What follows belongs to an exercise in optimizing a design on an open flow for small area; a production flow would make more cautious choices. In this exercise RTL edits were held to simulation tests only and were not proved equivalent to the original. Power figures rest on the tool's default switching activity, not on a simulated workload.

== lane 1 ==
==> module alu_6_bit, before the edit <==
module alu_6_bit(
  input         CLK_I,
  input         RST_N_I,
  input  [5:0]  DATA_IN_1_I,
  input  [5:0]  DATA_IN_2_I,
  input  [5:0]  CONTROL_I,
  input         EN_I,
  output [11:0] DATA_OUT_O,
  output        DONE_O,
  output        BUSY_O
);
reg  [2:0]  st_r;
reg         pre_en_r;
reg  [11:0] res_r;
reg  [11:0] data_out_r;
wire [5:0] a = DATA_IN_1_I;
wire [5:0] b = DATA_IN_2_I;
wire [5:0] c = CONTROL_I;
wire idle  = ~st_r[2] | (st_r[1] & st_r[0]);
wire sel   = st_r[2] & ~st_r[1];
wire exec  = st_r[2] & st_r[1] & ~st_r[0];
wire start = idle & EN_I & ~pre_en_r;
wire valid = (c[5:4] == 2'b00) && (c[3:0] != 4'd0) && (c[3:0] <= 4'd12);
wire op_add = c[3:0] == 4'd1;
wire op_sub = c[3:0] == 4'd2;
wire op_mul = c[3:0] == 4'd3;
wire op_div = c[3:0] == 4'd4;
wire op_and = c[3:0] == 4'd5;
wire op_or  = c[3:0] == 4'd6;
wire op_not = c[3:0] == 4'd7;
wire op_xor = c[3:0] == 4'd8;
wire op_shl = c[3:0] == 4'd9;
wire op_shr = c[3:0] == 4'd10;
wire op_rr  = c[3:0] == 4'd11;
wire op_rl  = c[3:0] == 4'd12;
wire op_sh  = op_shl | op_shr | op_rr | op_rl;
wire [2:0] bm6 = b % 6'd6;
wire       left = op_shl | op_rl;
wire [2:0] ramt = op_sh & ~op_rr & ~op_rl & (b >= 6'd6) ? 3'd7 : (op_shl | op_shr) ? b[2:0] : bm6;
wire [2:0] damt = left ? ramt : ((ramt == 3'd0) ? 3'd0 : 3'd6 - ramt);
wire [5:0] onehot = (ramt == 3'd7) ? 6'd0 : (6'd1 << damt);
wire       op_as = op_add | op_sub;
wire [5:0] m = op_sh ? onehot : op_as ? 6'd1 : b;
wire [5:0] bx = b ^ {6{op_sub}};
wire       c0 = op_as & (op_sub ? (a[0] | ~b[0]) : (a[0] & b[0]));
wire [5:0] pp [0:5];
wire [5:0] s  [0:5];
wire [5:0] cc [0:5];
wire [11:0] p;
genvar i, j;
generate
  for (i = 0; i < 6; i = i + 1) begin : g_pp
    for (j = 0; j < 6; j = j + 1) begin : g_pj
      if (i == 1 && j < 5) begin : g_as
        assign pp[i][j] = (a[j] & m[i]) | (bx[j+1] & op_as);
      end else if (i == 0 && j == 0) begin : g_b0
        assign pp[i][j] = (a[j] & m[i]) ^ (b[0] & op_as);
      end else begin : g_mul
        assign pp[i][j] = a[j] & m[i];
      end
    end
  end
  assign s[0]  = pp[0];
  assign cc[0] = {5'd0, c0};
  for (i = 1; i < 6; i = i + 1) begin : g_row
    for (j = 0; j < 6; j = j + 1) begin : g_col
      wire x = pp[i][j];
      wire y = (j < 5) ? s[i-1][j+1] : 1'b0;
      wire z = cc[i-1][j];
      assign s[i][j]  = x ^ y ^ z;
      assign cc[i][j] = (x & y) | (z & (x ^ y));
    end
  end
  for (i = 0; i < 6; i = i + 1) begin : g_lo
    assign p[i] = s[i][0];
  end
endgenerate
wire [5:0] fc;
assign fc[0] = 1'b0;
generate
  for (j = 0; j < 5; j = j + 1) begin : g_fin
    wire x = s[5][j+1];
    wire z = cc[5][j];
    assign p[6+j]  = x ^ z ^ fc[j];
    assign fc[j+1] = (x & z) | (fc[j] & (x ^ z));
  end
endgenerate
assign p[11] = fc[5] ^ cc[5][5];
wire [5:0] q;
wire [5:0] bz;    
assign bz[0] = 1'b1;
generate
  for (i = 1; i < 6; i = i + 1) begin : g_bz
    assign bz[i] = bz[i-1] & ~b[6-i];
  end
endgenerate
wire [5:0] rm [0:6];
assign rm[6] = 6'd0;
generate
  for (i = 5; i >= 0; i = i - 1) begin : g_div
    localparam integer W = 6 - i;           
    wire [W-1:0] r = {rm[i+1][W-2 >= 0 ? W-2 : 0:0], a[i]};
    wire [W:0]   bw;                       
    wire [W-1:0] d;
    assign bw[0] = 1'b0;
    for (j = 0; j < W; j = j + 1) begin : g_b
      assign d[j]    = r[j] ^ b[j] ^ bw[j];
      assign bw[j+1] = (~r[j] & b[j]) | (bw[j] & ~(r[j] ^ b[j]));
    end
    assign q[i] = bz[W-1 < 5 ? 6 - W : 0] & ~bw[W];
    if (W < 6) begin : g_r
      wire [W-1:0] nr = q[i] ? d : r;
      assign rm[i] = {{(6-W){1'b0}}, nr};
    end else begin : g_r0
      assign rm[i] = 6'd0;
    end
  end
endgenerate
wire ld = ~sel;
wire k_and = (op_and | op_or) & ld;
wire k_xor = (op_or | op_xor) & ld;
wire k_not = op_not & ld;
wire e_lo  = (op_mul | op_as | op_shl | op_rr | op_rl | (op_shr & (b == 6'd0))) & ld;
wire e_hi  = (op_shr | op_rr | op_rl) & ld;
wire e_div = op_div & ld;
wire e_mul = (op_mul | op_add) & ld;
wire e_up  = op_mul & ld;
wire fill  = k_not | (op_sub & ld & ~p[6]);
wire [5:0] logic_r = (a & b & {6{k_and}}) | ((a ^ b) & {6{k_xor}}) | (~a & {6{k_not}});
wire [11:0] alu;
wire [11:0] hold = res_r & {12{sel}};
assign alu[5:0]  = (p[5:0] & {6{e_lo}}) | (p[11:6] & {6{e_hi}}) |
                   (q & {6{e_div}}) | logic_r | hold[5:0];
assign alu[6]    = (p[6] & e_mul) | fill | hold[6];
assign alu[11:7] = (p[11:7] & {5{e_up}}) | {5{fill}} | hold[11:7];
always @(posedge CLK_I) begin
  pre_en_r <= RST_N_I & EN_I;
  res_r <= alu;
  if (~RST_N_I)
    st_r <= 3'b000;
  else if (start)
    st_r <= {2'b10, ~valid};
  else if (sel)
    st_r <= {2'b11, st_r[0]};
  else
    st_r <= 3'b001;
  if (~RST_N_I | (idle & ~start))
    data_out_r <= 12'd0;
  else if (exec)
    data_out_r <= res_r;
end
assign DATA_OUT_O = data_out_r;
assign BUSY_O     = st_r[2];
assign DONE_O     = ~st_r[2] & st_r[0];
endmodule
export LEC_CHECK = 0
export ABC_AREA = 1
export CAP_MARGIN = 0
export CORE_MARGIN = 2
export CORE_UTILIZATION = 40
export GPL_TIMING_DRIVEN = 0
export SLEW_MARGIN = 0
create_clock -name core_clock -period 10.0 [get_ports {CLK_I}]
standard.sh (not shown) runs the stock make flow with config.mk's settings and CLKGATE_MAP_FILE= SYNTH_SCRIPT=/design/flow/synth_recipe.tcl, a recipe that flattens the netlist after the stock synthesis.
==> flow/flow/run.sh <==
#!/bin/bash
# Layout flow: the standard synthesis; then the combinational cells are
# re-mapped for area with yosys/abc in a few variants (registers keep their
# cells and names), the smallest variant is proven equivalent to the standard
# netlist and replaces it; then the standard layout from floorplan on,
# with plain buffers (buf_1) on the ports and a clock tree without dummy
# loads. Each tool's output goes to its own log file in this folder.
set -euo pipefail
here=$(pwd)
export BUFFER_PORTS_ARGS="-buffer_cell sky130_fd_sc_hd__buf_1"
export CTS_ARGS="-root_buf sky130_fd_sc_hd__clkbuf_8 -buf_list sky130_fd_sc_hd__clkbuf_8 -dont_use_dummy_load -repair_clock_nets"
bash standard.sh synth > log_synth.txt 2>&1

res=$(ls -d "$here"/orfs/results/*/alu_6_bit/base)
lib=$FLOW_HOME/platforms/$FLOW_PLATFORM/lib/sky130_fd_sc_hd__tt_025C_1v80.lib
cp "$res/1_2_yosys.v" "$here/std_1_2_yosys.v"
python3 "$here/flow/mkmap.py" "$lib" "$here/comb_map.v" > log_mkmap.txt 2>&1
dontuse=$(sed -n '/DONT_USE_CELLS/,/^$/p' "$FLOW_HOME/platforms/$FLOW_PLATFORM/config.mk" | grep -o 'sky130_fd_sc_hd__[a-z0-9_]*' | sed 's/^/-dont_use /' | tr '\n' ' ')
fill() {  # fill TEMPLATE OUT VARIANT EXTRAMAP
  sed -e "s|{LIB}|$lib|g" -e "s|{NET}|$here/std_1_2_yosys.v|" -e "s|{TOP}|$FLOW_TOP|g" \
      -e "s|{MAP}|$here/comb_map.v|" -e "s|{EXTRAMAP}|$4|" -e "s|{SEQ}|$here/flow/cells_seq.v|" \
      -e "s|{DONTUSE}|$dontuse|" -e "s|{ABC}|$here/flow/resyn.abc|" \
      -e "s|{STAT}|$here/resyn_$3_stat.txt|" -e "s|{OUT}|$here/resyn_$3.v|" "$1" > "$2"
}
fill "$here/flow/resyn.ys" "$here/resyn_keep.ys" keep ""
fill "$here/flow/resyn.ys" "$here/resyn_ha.ys" ha "-map $here/flow/cells_ha.v"
fill "$here/flow/resyn.ys" "$here/resyn_all.ys" all "-map $here/flow/cells_adders.v"
for v in keep ha all; do
  ( yosys -s "$here/resyn_$v.ys" > "log_resyn_$v.txt" 2>&1 || rm -f "$here/resyn_$v.v" ) &
done
wait
best=""; best_area=""
for v in keep ha all; do
  [[ -s "$here/resyn_$v.v" && -s "$here/resyn_${v}_stat.txt" ]] || continue
  a=$(grep 'Chip area' "$here/resyn_${v}_stat.txt" | awk '{print $NF}')
  echo "$v $a" >> log_choice.txt
  if [[ -z "$best" ]] || awk -v x="$a" -v y="$best_area" 'BEGIN{exit !(x<y)}'; then best=$v; best_area=$a; fi
done
if [[ -n "$best" ]]; then
  fill "$here/flow/equiv.ys" "$here/equiv_run.ys" "$best" ""
  if timeout 1200 yosys -s "$here/equiv_run.ys" > log_equiv.txt 2>&1; then
    cp "$here/resyn_$best.v" "$res/1_2_yosys.v"
    rm -f "$res/1_synth.odb" "$res/1_synth.sdc"
    echo "used $best ($best_area), proven equivalent" >> log_choice.txt
  else
    echo "$best not proven equivalent, keeping the standard netlist" >> log_choice.txt
  fi
else
  echo "re-mapping failed, keeping the standard netlist" >> log_choice.txt
fi
bash standard.sh > log_layout.txt 2>&1
Other scripts of this flow, unchanged in this note and not shown: flow/flow/cells_adders.v, flow/flow/cells_ha.v, flow/flow/cells_seq.v, flow/flow/equiv.ys, flow/flow/mkmap.py, flow/flow/resyn.abc, flow/flow/resyn.ys
diff inputs: lane 1 => lane 2
diff --git a/flow/design.v b/flow/design.v
--- a/flow/design.v
+++ b/flow/design.v
@@ -13,14 +13,15 @@
 reg         pre_en_r;
 reg  [11:0] res_r;
 reg  [11:0] data_out_r;
-wire [5:0] a = DATA_IN_1_I;
-wire [5:0] b = DATA_IN_2_I;
-wire [5:0] c = CONTROL_I;
+reg  [3:0]  op_r;
+wire [5:0] a = res_r[11:6];
+wire [5:0] b = res_r[5:0];
+wire [3:0] c = op_r;
 wire idle  = ~st_r[2] | (st_r[1] & st_r[0]);
 wire sel   = st_r[2] & ~st_r[1];
 wire exec  = st_r[2] & st_r[1] & ~st_r[0];
 wire start = idle & EN_I & ~pre_en_r;
-wire valid = (c[5:4] == 2'b00) && (c[3:0] != 4'd0) && (c[3:0] <= 4'd12);
+wire valid = (CONTROL_I[5:4] == 2'b00) && (CONTROL_I[3:0] != 4'd0) && (CONTROL_I[3:0] <= 4'd12);
 wire op_add = c[3:0] == 4'd1;
 wire op_sub = c[3:0] == 4'd2;
 wire op_mul = c[3:0] == 4'd3;
@@ -40,7 +41,9 @@
 wire [2:0] damt = left ? ramt : ((ramt == 3'd0) ? 3'd0 : 3'd6 - ramt);
 wire [5:0] onehot = (ramt == 3'd7) ? 6'd0 : (6'd1 << damt);
 wire       op_as = op_add | op_sub;
-wire [5:0] m = op_sh ? onehot : op_as ? 6'd1 : b;
+wire       op_lg = op_and | op_or | op_xor;
+wire       inj   = op_as | op_lg;
+wire [5:0] m = op_sh ? onehot : inj ? 6'd1 : b;
 wire [5:0] bx = b ^ {6{op_sub}};
 wire       c0 = op_as & (op_sub ? (a[0] | ~b[0]) : (a[0] & b[0]));
 wire [5:0] pp [0:5];
@@ -52,9 +55,9 @@
   for (i = 0; i < 6; i = i + 1) begin : g_pp
     for (j = 0; j < 6; j = j + 1) begin : g_pj
       if (i == 1 && j < 5) begin : g_as
-        assign pp[i][j] = (a[j] & m[i]) | (bx[j+1] & op_as);
+        assign pp[i][j] = (a[j] & m[i]) | (bx[j+1] & inj);
       end else if (i == 0 && j == 0) begin : g_b0
-        assign pp[i][j] = (a[j] & m[i]) ^ (b[0] & op_as);
+        assign pp[i][j] = (a[j] & m[i]) ^ (b[0] & inj);
       end else begin : g_mul
         assign pp[i][j] = a[j] & m[i];
       end
@@ -116,7 +119,7 @@
     end
   end
 endgenerate
-wire ld = ~sel;
+wire ld = sel;
 wire k_and = (op_and | op_or) & ld;
 wire k_xor = (op_or | op_xor) & ld;
 wire k_not = op_not & ld;
@@ -126,15 +129,18 @@
 wire e_mul = (op_mul | op_add) & ld;
 wire e_up  = op_mul & ld;
 wire fill  = k_not | (op_sub & ld & ~p[6]);
-wire [5:0] logic_r = (a & b & {6{k_and}}) | ((a ^ b) & {6{k_xor}}) | (~a & {6{k_not}});
+wire [5:0] xor_v = {s[1][4:0], p[0]};
+wire [5:0] and_v = {cc[1][4:0], a[0] & b[0]};
+wire [5:0] logic_r = (and_v & {6{k_and}}) | (xor_v & {6{k_xor}}) | (~a & {6{k_not}});
 wire [11:0] alu;
-wire [11:0] hold = res_r & {12{sel}};
+wire [11:0] hold = {DATA_IN_1_I, DATA_IN_2_I} & {12{~sel}};
 assign alu[5:0]  = (p[5:0] & {6{e_lo}}) | (p[11:6] & {6{e_hi}}) |
                    (q & {6{e_div}}) | logic_r | hold[5:0];
 assign alu[6]    = (p[6] & e_mul) | fill | hold[6];
 assign alu[11:7] = (p[11:7] & {5{e_up}}) | {5{fill}} | hold[11:7];
 always @(posedge CLK_I) begin
   pre_en_r <= RST_N_I & EN_I;
+  op_r  <= CONTROL_I[3:0];
   res_r <= alu;
   if (~RST_N_I)
     st_r <= 3'b000;
Results
- No stage failed in lane 2, and the final checks on the layout all came back clean.
- Diff lane 1 -> lane 2: cell count lost about 9%, total nets after synthesis shows a reduction of 32.
- Summary of lane 2 over lane 1: met3 layer usage reported by global route went up 0.28 points, total power went up about 70%, clock power went up 58%, share of the final layout cell area in sequential cells went up 3.2 points, total placed instance area went down 49 µm².
- Lane 1 → lane 2: cell-internal power went up 50%; area occupied by registers went up about 15%; synthesized area went down 29 µm².
- Summary — fraction of met1 tracks used by global routing, lane 2 relative to lane 1: higher, by 2.9 points.

## static timing again, ports no longer ideal
No port has a modelled driver above. Below, the same layouts with a new extraction and two added sets of constraints. Step 1 assumes that a clkbuf_16 drives the clock port and a buf_2 every other input. Step 2 times the ports against the registers' clock, not the clock port: input delays grow and output delays shrink by t, the midpoint of the rising clock arrivals with the driver on. Slacks: no drivers / after step 1 / after step 2; pairs: no drivers / after step 1.
| run | t (ns) | setup WS [ns] | worst setup path at the end | latest minus earliest clock arrival (ns) | slew at the worst register clock pin (ns) |
|---|---|---|---|---|---|
| lane 1 | 0.284 | 0.396 / 0.400 / 0.115 | input to register | 0.017 / 0.017 | 0.09 / 0.09 |
| lane 2 | 0.310 | 0.718 / 0.718 / 0.718 | register to register | 0.022 / 0.022 | 0.07 / 0.07 |
After both steps setup and hold are still met in every run listed. For lane 1, which loses most, drivers alone change the setup slack by +0.004 ns; drivers and shift together by -0.281 ns.
